What follows belongs to an exercise in optimizing a design on an open flow for small area; a production flow would make more cautious choices. In this exercise RTL edits were held to simulation tests only and were not proved equivalent to the original. Power and IR drop assume default switching activity.

north:
==> flow/design.v (excerpt) <==
module cic32
    (
        input i_clk_high,
        input i_reset,
        input [7:0] i_signal,
        output reg o_clk_low,
        output [9:0] o_signal
    );
Size: roughly 500 cells after synthesis, about 240 flip-flops, about 21 I/O pins, about 7400 um2 of cells after synthesis.
clock: 2.6 ns
lec_check: 0
cap_margin: 20
core_margin: 2
core_utilization: 40
cts_buf_list: sky130_fd_sc_hd__clkbuf_4 sky130_fd_sc_hd__clkbuf_8
setup_slack_margin: 0.05
slew_margin: 20
standard.sh (not shown) runs the stock make flow with config.mk's settings and CLKGATE_MAP_FILE= SYNTH_SCRIPT=/design/flow/synth_recipe.tcl, a recipe that flattens the netlist after the stock synthesis.
==> flow/flow/run.sh <==
#!/bin/bash
export CTS_ARGS="-sink_clustering_enable -repair_clock_nets -dont_use_dummy_load -sink_clustering_size 20 -sink_clustering_max_diameter 80 -buf_list {sky130_fd_sc_hd__clkbuf_8}"
bash standard.sh > standard.log 2>&1
Every stage of the flow completed for north, and the final layout passed the timing, design-rule and antenna checks.
Edits applied to the flow inputs when going from north to south:
==> flow/run.sh (new file) <==
#!/bin/bash
# synth_recipe.tcl (not shown) runs the flow's synth.tcl, then flattens the netlist and writes it again
# the make line also repeats each setting of config.mk as NAME=value (left out here)
make -C /OpenROAD-flow-scripts/flow DESIGN_CONFIG=/design/flow/config.mk WORK_HOME=/design/flow/orfs CLKGATE_MAP_FILE= SYNTH_SCRIPT=/design/flow/synth_recipe.tcl finish
removed: flow/flow/run.sh
removed: flow/standard.sh
==> run notes <==
- south: PASS, flow complete, no timing, DRC or antenna violations
- south contains more vias than north.
- south vs north — wire length after detailed routing climbed by a little under 10%
- [south] fraction of power consumed by the clock network rose 15 points relative to north

cic32 again, from the RTL that the note above started with.
// cic32
module cic32
    (
        input i_clk_high,
        input i_reset,
        input [7:0] i_signal,
        output reg o_clk_low,
        output [9:0] o_signal
    );
    reg [4:0] r_counter;
    reg [2:0] r_frames;             
    wire      w_last = (r_counter == 5'd31);
    always @(posedge i_clk_high or posedge i_reset)
        if (i_reset) begin
            r_counter <= 5'd0;
            o_clk_low <= 1'b0;
            r_frames  <= 3'd0;
        end else begin
            r_counter <= r_counter + 5'd1;
            o_clk_low <= w_last;
            if (w_last && r_frames != 3'd5)
                r_frames <= r_frames + 3'd1;
        end
    reg [25:0] r_int0;
    reg [20:0] r_int1;
    reg [15:0] r_int2;
    reg r_c0_8;    
    reg r_c0_13;    
    reg r_c0_18;    
    reg r_c0_23;    
    reg r_c1_3;    
    reg r_c1_8;    
    reg r_c1_13;    
    reg r_c1_18;    
    reg r_c2_3;    
    reg r_c2_8;    
    reg r_c2_13;    
    wire [25:0] w_in0 = {18'd0, i_signal};
    wire [20:0] w_in1 = r_int0[25:5];
    wire [15:0] w_in2 = r_int1[20:5];
    wire [25:0] w_s0;
    wire [25:0] w_k0;    
    assign w_s0[0] = r_int0[0] ^ w_in0[0];
    assign w_k0[0] = r_int0[0] & w_in0[0];
    assign w_s0[1] = r_int0[1] ^ w_in0[1] ^ w_k0[0];
    assign w_k0[1] = (r_int0[1] & w_in0[1]) | (r_int0[1] & w_k0[0]) | (w_in0[1] & w_k0[0]);
    assign w_s0[2] = r_int0[2] ^ w_in0[2] ^ w_k0[1];
  ...
Settings: LEC_CHECK=0, CAP_MARGIN=20, CORE_MARGIN=2, CORE_UTILIZATION=40, CTS_BUF_LIST=sky130_fd_sc_hd__clkbuf_4 sky130_fd_sc_hd__clkbuf_8, SETUP_SLACK_MARGIN=0.05, SLEW_MARGIN=20; clock period 2.6 ns.
==> flow/flow/run.sh <==
#!/bin/bash
cp standard.sh standard_copy.txt
export CTS_ARGS="-sink_clustering_enable -repair_clock_nets -dont_use_dummy_load -buf_list {sky130_fd_sc_hd__clkbuf_4 sky130_fd_sc_hd__clkbuf_8}"
bash standard.sh > standard.log 2>&1
Then changed:
==> flow/flow/run.sh (replaced) <==
#!/bin/bash
export CTS_ARGS="-sink_clustering_enable -repair_clock_nets -dont_use_dummy_load -sink_clustering_size 30 -sink_clustering_max_diameter 100 -buf_list {sky130_fd_sc_hd__clkbuf_16}"
bash standard.sh > standard.log 2>&1
Result:
- The changed run produced a clean layout
- first-iteration DRC count falls by 35%
- die area does not change
- setup slack barely changes
- synthesized cell count stays the same
- utilization falls by 1.3 points
- power goes down by 8.1%
- non-clock buffer count is higher by 1
- via count went down by 3.8%

==> separate check: timing with driven ports <==
In the flow no input, the clock included, has a driving cell. The finished layouts below were timed again as built, in two steps. Step 1, drivers: a clkbuf_16 drives i_clk_high and a buf_2 each remaining input, both assumed. Step 2 times the ports against the registers' clock, not the clock port: input delays grow and output delays shrink by t, the midpoint of the rising clock arrivals with the driver on. Three values: ideal, step 1, step 2; two values: the first two.
run | shift t [ns] | slack for setup (ns) | worst hold slack (ns)
north | 0.502 | 0.165 / 0.139 / 0.165 | 0.334 / 0.334 / 0.334
south | 0.547 | 0.169 / 0.132 / 0.146 | 0.311 / 0.311 / 0.311
the first run of note 2 | 0.530 | 0.169 / 0.149 / 0.129 | 0.284 / 0.284 / 0.284
the second run of note 2 | 0.481 | 0.172 / 0.165 / 0.172 | 0.321 / 0.321 / 0.321
After both steps setup and hold are still met in every run listed. For the first run of note 2, which loses most, drivers alone change the setup slack by -0.020 ns; drivers and shift together by -0.040 ns.
